From an optimization exercise on the open Yosys and OpenROAD flow, aimed at small area and a short achievable clock period; shortcuts taken in it are not production practice. The RTL of this run was laid out without a check of its function. No activity file was given, so power comes from the tool's default toggle rates.

## run.sh

```bash
#!/bin/bash
# synth_recipe.tcl (not shown) runs the flow's synth.tcl, then flattens the netlist and writes it again
# the make line also repeats each setting of config.mk as NAME=value (left out here)
make -C /OpenROAD-flow-scripts/flow DESIGN_CONFIG=/design/flow/config.mk WORK_HOME=/design/flow/orfs CLKGATE_MAP_FILE= SYNTH_SCRIPT=/design/flow/synth_recipe.tcl finish
```

## config.mk

```make
export PLATFORM = sky130hd
export DESIGN_NAME = rcore_iu_top
export DESIGN_NICKNAME = rcore_iu_top
export VERILOG_FILES = /design/flow/design.v
export SDC_FILE = /design/flow/constraint.sdc
export NUM_CORES = 4
export LEC_CHECK = 0
export CAP_MARGIN = 20
export CORE_MARGIN = 2
export CORE_UTILIZATION = 40
export SLEW_MARGIN = 20
```

## constraint.sdc

```tcl
create_clock -name core_clock -period 8.0 [get_ports {clk}]
set_input_delay 1.6000 -clock core_clock [delete_from_list [all_inputs] [get_ports {clk}]]
set_output_delay 1.6000 -clock core_clock [all_outputs]
set_load 0.01 [all_outputs]
```

## design.v

```verilog
module rcore_iu_alu(
    clk,
    rst_n,
    idu_iu_pipe_sel,
    idu_iu_inst_opcode,
    idu_iu_inst_src0,
    idu_iu_inst_src1,
    idu_iu_inst_src2,
    idu_iu_inst_dstid,
    iu_rb_dstid,
    iu_rb_data_vld,
    iu_rb_data
);
input                       clk;
input                       rst_n;
input                       idu_iu_pipe_sel;
input           [7  :0]     idu_iu_inst_opcode;
input           [63 :0]     idu_iu_inst_src0;
input           [63 :0]     idu_iu_inst_src1;
input           [63 :0]     idu_iu_inst_src2;
input           [7  :0]     idu_iu_inst_dstid;
output          [7  :0]     iu_rb_dstid;
output          [63 :0]     iu_rb_data;
output                      iu_rb_data_vld;  
wire                        idu_iu_pipe_sel;
wire            [7  :0]     idu_iu_inst_opcode;
wire            [63 :0]     idu_iu_inst_src0;
wire            [63 :0]     idu_iu_inst_src1;
wire            [63 :0]     idu_iu_inst_src2;
wire            [7  :0]     idu_iu_inst_dstid;
wire            [7  :0]     iu_rb_dstid;
wire            [63 :0]     iu_rb_data;
wire                        iu_rb_data_vld;  
reg             [7  :0]     inst_opcode_r;
reg             [63 :0]     inst_src0_r;
reg             [63 :0]     inst_src1_r;
reg             [63 :0]     inst_src2_r;
reg             [7  :0]     inst_dstid_r;
reg             [63 :0]     result_data_r;
reg                         result_data_vld_r;
wire            [63:0]      adder_dataout_add64;
wire            [63:0]      adder_dataout_sub64;
wire            [31:0]      adder_dataout_add32;
wire            [31:0]      adder_dataout_sub32;
reg             [63:0]      result_data_adder;
always @(posedge clk or negedge rst_n)
begin
    if (!rst_n) begin
        result_data_vld_r       <= 1'b0;
    end
    else begin
        result_data_vld_r       <= idu_iu_pipe_sel;
    end
end
always @(posedge clk or negedge rst_n)
begin
    if (!rst_n) begin
        inst_opcode_r[7:0]      <= 8'b0;
        inst_src0_r[63:0]       <= 64'b0;
        inst_src1_r[63:0]       <= 64'b0;
        inst_src2_r[63:0]       <= 64'b0;
        inst_dstid_r[7:0]       <= 8'b0;
    end
    else if (idu_iu_pipe_sel) begin
        inst_opcode_r[7:0]      <= idu_iu_inst_opcode[7:0];
        inst_src0_r[63:0]       <= idu_iu_inst_src0[63:0];
        inst_src1_r[63:0]       <= idu_iu_inst_src1[63:0];
        inst_src2_r[63:0]       <= idu_iu_inst_src2[63:0];
        inst_dstid_r[7:0]       <= idu_iu_inst_dstid[7:0];
    end
    else begin
        inst_opcode_r[7:0]      <= inst_opcode_r[7:0];
        inst_src0_r[63:0]       <= inst_src0_r[63:0];
        inst_src1_r[63:0]       <= inst_src1_r[63:0];
        inst_src2_r[63:0]       <= inst_src2_r[63:0];
        inst_dstid_r[7:0]       <= inst_dstid_r[7:0];
    end
end
assign adder_dataout_add64[63:0]    = inst_src0_r[63:0] + inst_src1_r[63:0];
assign adder_dataout_add32[31:0]    = inst_src0_r[31:0] + inst_src1_r[31:0];
assign adder_dataout_sub64[63:0]    = inst_src0_r[63:0] - inst_src1_r[63:0];
assign adder_dataout_sub32[31:0]    = inst_src0_r[31:0] - inst_src1_r[31:0];
always @( inst_opcode_r[3:0]
       or adder_dataout_add64[63:0]
       or adder_dataout_add32[31:0]
       or adder_dataout_sub64[63:0]
       or adder_dataout_sub32[31:0])
begin
    case (inst_opcode_r[3:0])
    8'h01:    result_data_adder[63:0] = adder_dataout_add64[63:0];
    8'h02:    result_data_adder[63:0] = {{32{adder_dataout_add32[31]}}, adder_dataout_add32[31:0]};
    8'h03:    result_data_adder[63:0] = adder_dataout_sub64[63:0];
    8'h04:    result_data_adder[63:0] = {{32{adder_dataout_sub32[31]}}, adder_dataout_sub32[31:0]};
    default:          result_data_adder[63:0] = {64{1'bx}};
    endcase
end
assign result_data_r[63:0]      = result_data_adder[63:0];
assign iu_rb_data_vld           = result_data_vld_r;
assign iu_rb_dstid[7:0]         = inst_dstid_r;
assign iu_rb_data[63:0]         = result_data_r[63:0];
endmodule
module rcore_iu_top(
    clk,
    rst_n,
    idu_iu_pipe_sel,
    idu_iu_inst_opcode,
    idu_iu_inst_src0,
    idu_iu_inst_src1,
    idu_iu_inst_src2,
    idu_iu_inst_dstid,
    iu_rb_dstid,
    iu_rb_data_vld,
    iu_rb_data
);
input                       clk;
input                       rst_n;
input           [4  :0]     idu_iu_pipe_sel;
input           [7  :0]     idu_iu_inst_opcode;
input           [63 :0]     idu_iu_inst_src0;
input           [63 :0]     idu_iu_inst_src1;
input           [63 :0]     idu_iu_inst_src2;
input           [7  :0]     idu_iu_inst_dstid;
output          [7  :0]     iu_rb_dstid;
output          [63 :0]     iu_rb_data;
output                      iu_rb_data_vld;
wire            [7  :0]     idu_iu_inst_opcode_w;
wire            [63 :0]     idu_iu_inst_src0_w;
wire            [63 :0]     idu_iu_inst_src1_w;
wire            [63 :0]     idu_iu_inst_src2_w;
wire            [7  :0]     idu_iu_inst_dstid_w;
wire                        idu_iu_pipe_sel_alu;
rcore_iu_alu x_rcore_iu_alu (
  .clk                      (clk),
  .rst_n                    (rst_n),
  .idu_iu_pipe_sel          (idu_iu_pipe_sel_alu),
  .idu_iu_inst_opcode       (idu_iu_inst_opcode_w),
  .idu_iu_inst_src0         (idu_iu_inst_src0_w),
  .idu_iu_inst_src1         (idu_iu_inst_src1_w),
  .idu_iu_inst_src2         (idu_iu_inst_src2_w),
  .idu_iu_inst_dstid        (idu_iu_inst_dstid_w),
  .iu_rb_dstid              (iu_rb_dstid),
  .iu_rb_data_vld           (iu_rb_data_vld),
  .iu_rb_data               (iu_rb_data)
);
assign idu_iu_inst_opcode_w[7:0] = idu_iu_inst_opcode[7:0];
assign idu_iu_inst_src0_w[63:0]  = idu_iu_inst_src0[63 :0];
assign idu_iu_inst_src1_w[63:0]  = idu_iu_inst_src1[63:0];
assign idu_iu_inst_src2_w[63:0]  = idu_iu_inst_src2[63:0];
assign idu_iu_inst_dstid_w[7:0]  = idu_iu_inst_dstid[7:0];
assign idu_iu_pipe_sel_alu       = idu_iu_pipe_sel[0];
endmodule
```

==> metrics.md <==
| Metric | Value |
|---|---|
| TritonCTS Buffers | `17` |
| Detailed Place HPWL | `36.4 mm` |
| Full die area | `36600 um2` |
| Skew final | `0 ns` |
| Worst hold-check path type | `reg -> reg` |
| First-pass GRT wire length | `75.1 mm` |
| Mapped cell area | `14000 um2` |
| # IOs | `288` |
| Final cell count without fillers | `2368` |
| Placed cell count | `2327` |
| Total Wirelength | `48.1 mm` |
| Post-synthesis cell count | `1697` |
| Startpoint types | `flop` |
| Design Area, Final | `17600 um2` |
| Final setup fails | `0` |
| CP Capture Type | `primary output` |
| CP Cell Sequence | `or4_4 > nor3_4 > nand3_2 > or4_4 > or3_4 > nand2b_4 > buf_4 > o31ai_2 > xor2_1 > ha_1 > inv_2 > o21bai_2 > or4_4 > a2111oi_4 > o21ai_2 > buf_4 > o21ai_2 > a21oi_1 > or3_1 > nand3_1 > dlygate4sd2_1` |
| Clk Latency, worst-skew pair | `0.45 ns` |
| RR Startpoint | `x_rcore_iu_alu.inst_src1_r[27]$_DFFE_PN0P_` |
| DP Area | `16800 um2` |
| Synth Warn # | `2` |
| Worst r2r dst | `x_rcore_iu_alu.inst_src1_r[27]$_DFFE_PN0P_` |
| Period utilisation layout | `0.975` |
| Syn_nets | `2040` |
| CTS Hold Bufs | `0` |
| Via density | `5.86` |
| Min Tclk post-route | `7.80 ns` |
| Async SR Flop Fraction | `1.00` |
| Hold Path Origin | `x_rcore_iu_alu.inst_dstid_r[6]$_DFFE_PN0P_` |
| Top delay family on crit path | `simple AND/OR/NAND/NOR gates` |
| GRT overflow | `0` |
| Vias in the first global route | `13.5k` |
| Drt pass-1 iters | `5` |
| R2r setup slk | `7.04 ns` |
| Worst r2r path cells | `3` |
| Die Wd | `191 um` |
| Worst Setup SP | `x_rcore_iu_alu.inst_src1_r[4]$_DFFE_PN0P_` |
| Residual DRC | `0` |
| Clock Sinks | `141` |
| Ratio of cells with drive above 1 in the final layout | `0.132` |
| Total number of H-tree levels | `4` |
| Global placer's final weighted congestion | `0.923` |
| Critical Path RT | `6.40 ns` |
| Slowest CP cell | `or4_4` |
| Setup Crit Path Kind | `reg -> out` |
| Crit path largest cell delay | `0.60 ns` |
| Maximum fanout along the worst path | `5` |
| Pins Over Slew Limit | `0` |
| Pin count of the biggest net entering global routing | `90` |
| Seq/Total Area, Yosys | `0.252` |
| TritonCTS clock tree | `yes` |
| Synthesis-stage register bit count | `141` |
| Post-synth EDFFs | `0` |
| Crit path DAT | `6.20 ns` |
| Max Cap Viol | `0` |
| Worst-path clk slew | `0.07 ns` |
| Root Buffer | `clkbuf_16` |
| Status | `timing/DRC/antenna clean` |
| Die H | `191 um` |
| Worst slew pin tran | `1.01 ns` |
| Leak pwr | `7.33 nW` |
| Fmax | `128 MHz` |
| WHS Path Cells | `1` |
| Filler cell count | `3391` |
| Worst VDD drop | `0.197 mV` |
| Post-DR wirelength/cell | `20.3 um` |
| Max transition margin | `0.323` |
| Final Hold Viols | `0` |
| Crit path depth | `21` |
| WHS Endpoint | `x_rcore_iu_alu.inst_dstid_r[6]$_DFFE_PN0P_` |
| Number of port buffers | `215` |
| P&R area growth vs syn | `25.2%` |
| DRT iter0 DRCs | `1231` |
| Main synth FF type | `dfrtp_1` |
| Synth Area per Inst | `8.26 um2` |
| Initial antenna violation count | `2` |
| CP most frequent cell | `or4_4` |
| FP Rows | `68` |
| Fin util | `0.508` |
| Initial core utilization | `0.406` |
| Core area | `34500 um2` |
| Final #Nets | `2242` |
| Unique masters post-synth | `74` |
| CTS Buffer Depth | `2` |
| DR vias | `13.9k` |
| Worst path bufs/invs | `4` |
| Routed Antenna Nets | `0` |
| GRT Total Usage | `0.262` |
| Pwr Density | `222 nW/um2` |
-- layer usage --
| metal | global-route usage | vias up | wire length, um |
|---|---|---|---|
| met3 | 0.0531 | 91 | 2910 |
| met1 | 0.355 | 6669 | 22000 |
| li1 | - | 6653 | - |
| met2 | 0.414 | 457 | 21700 |
| met4 | 0.0953 | 2 | 1440 |
| met5 | 0 | - | 11 |
-- layout by cell type, fill, tap and decap left out, types with 13 or more instances in the layout --
cell type / Yosys / routed
clkdlybuf4s50_1: 0 / 199
a21oi_1: 157 / 155
o21ai_0: 150 / 141
dfrtp_1: 141 / 141
nand2_1: 138 / 136
ha_1: 125 / 124
nor2_1: 116 / 115
mux2_2: 106 / 106
inv_1: 90 / 89
xnor2_1: 78 / 78
buf_4: 0 / 50
xor2_1: 47 / 47
o22ai_1: 33 / 33
a21o_1: 31 / 31
o21bai_1: 31 / 30
nor3_1: 29 / 27
nand4_1: 26 / 26
nand3_1: 21 / 21
or3_1: 19 / 19
a221oi_1: 18 / 18
nand2b_1: 17 / 17
clkbuf_16: 0 / 17
nor2b_1: 15 / 15
a31oi_1: 13 / 13
a211oi_1: 13 / 13
-- report_power, final --
group / total [W] / internal, W / switching [W] / leakage, nW
Combinational: 0.00220 / 0.000990 / 0.00121 / 5.39
Clock: 0.000839 / 0.000493 / 0.000346 / 0.282
Sequential: 0.000867 / 0.000783 / 0.0000845 / 1.66
Total: 0.00390 / 0.00227 / 0.00164 / 7.33
-- area by class of cell --
| type | count | area (um2) | area share |
|---|---|---|---|
| multi-input cells | 1384 | 9990 | 0.569 |
| repair buffers | 265 | 2530 | 0.144 |
| inverters | 90 | 338 | 0.0192 |
| well taps | 455 | 569 | 0.0324 |
| diodes | 1 | 2.50 | 0.000143 |
| flip-flops and latches | 141 | 3530 | 0.201 |
| clock inverters | 12 | 161 | 0.00920 |
| clock buffers | 20 | 437 | 0.0249 |
-- worst register-to-register path, cell delays in order (launching register included) --
cell	delay (ns)
dfrtp_1	0.41
buf_4	0.16
inv_1	0.14
o21ai_0	0.11
-- registers in the layout (all words and copies together) (netlist names) --
signal,flops
x_rcore_iu_alu.inst_dstid_r,8
x_rcore_iu_alu.inst_opcode_r,4
x_rcore_iu_alu.inst_src0_r,64
x_rcore_iu_alu.inst_src1_r,64
x_rcore_iu_alu.result_data_vld_r,1
-- logic make-up (layout without fill, tap and decap cells) --
family          count (synthesis)  in the layout  synth area share
simple gates                  451            451             0.162
compound gates                572            572             0.260
flops                         141            141             0.252
xor+xnor                      125            125            0.0781
other cells                     0              1                 0
mux                           108            108            0.0866
fa+ha+maj                     128            128             0.116
buf+inv                       172            387            0.0463
-- per-stage QoR --
step                      hold slack [ns]  total power (W)  setup TNS, ns  setup WS [ns]
final                               0.505          0.00390              0          0.196
after global routing                0.527          0.00415        -0.0502        -0.0297
after CTS                           0.509          0.00389              0        0.00838
after detailed placement            0.495          0.00301              0         0.0127
after global placement              0.492          0.00301              0        0.00515
after floorplan                     0.487          0.00215              0           1.13
-- cells in the mapped netlist, types with 4 or more instances --
library cell  number  share of area
a21oi_1          157          0.056
o21ai_0          150          0.054
dfrtp_1          141           0.25
nand2_1          138          0.037
ha_1             125           0.11
nor2_1           116          0.031
mux2_2           106          0.085
inv_1             90          0.024
xnor2_1           78          0.049
clkbuf_1          77          0.021
xor2_1            47          0.029
o22ai_1           33          0.015
a21o_1            31          0.017
o21bai_1          31          0.017
nor3_1            29          0.010
nand4_1           26          0.012
nand3_1           21         0.0075
or3_1             19         0.0085
a221oi_1          18          0.011
nand2b_1          17         0.0076
o31ai_1           16         0.0086
nor2b_1           15         0.0067
a211oi_1          13         0.0070
a31oi_1           13         0.0058
nor4_1            13         0.0058
and2_1            12         0.0054
o211ai_1          11         0.0059
o21a_1            10         0.0054
a221o_1            9         0.0064
and3_1             9         0.0040
o221a_2            8         0.0064
o41ai_1            8         0.0050
o221ai_1           7         0.0044
or4_1              7         0.0037
a211o_1            6         0.0037
a22oi_1            6         0.0032
a31o_2             6         0.0037
o31a_1             6         0.0037
and4_1             4         0.0025
o311ai_0           4         0.0025
or2_2              4         0.0018
-- worst max path at each step --
stage / slack (ns) / end
after floorplan: 1.13 / iu_rb_data[55]
after global placement: 0.005 / iu_rb_data[63]
after CTS: 0.008 / iu_rb_data[61]
final: 0.20 / iu_rb_data[63]
after global routing: -0.03 / iu_rb_data[61]
after detailed placement: 0.01 / iu_rb_data[63]
-- timing repair --
action | CTS | global route
buffers inserted | 1 | 7
gates cloned | 0 | 0
gates resized for setup | 21 | 41
setup endpoints to repair | 14 | 20
pin swaps | 3 | 12
hold endpoints to repair | 0 | 0

-- re-timing with driven ports --
The results above use ideal ports. As a check the final layout listed here was re-extracted and re-timed, cells and wires unchanged. Step 1: set_driving_cell puts a clkbuf_16 on clk and a buf_2 on each other input, an assumption about the parent block. Step 2 also shifts input and output timing later by t, the mid clock arrival at the registers, as if the neighbouring blocks saw the same clock. Slacks: ideal / step 1 / step 2; pairs: ideal / step 1.
shift t [ns]: 0.503
setup slack, ns: 0.196 / 0.143 / 0.646
hold WS [ns]: 0.505 / 0.505 / 0.505
After both steps this run still meets setup and hold. The setup slack of this run moves by -0.053 ns with the drivers and by +0.450 ns with both steps.
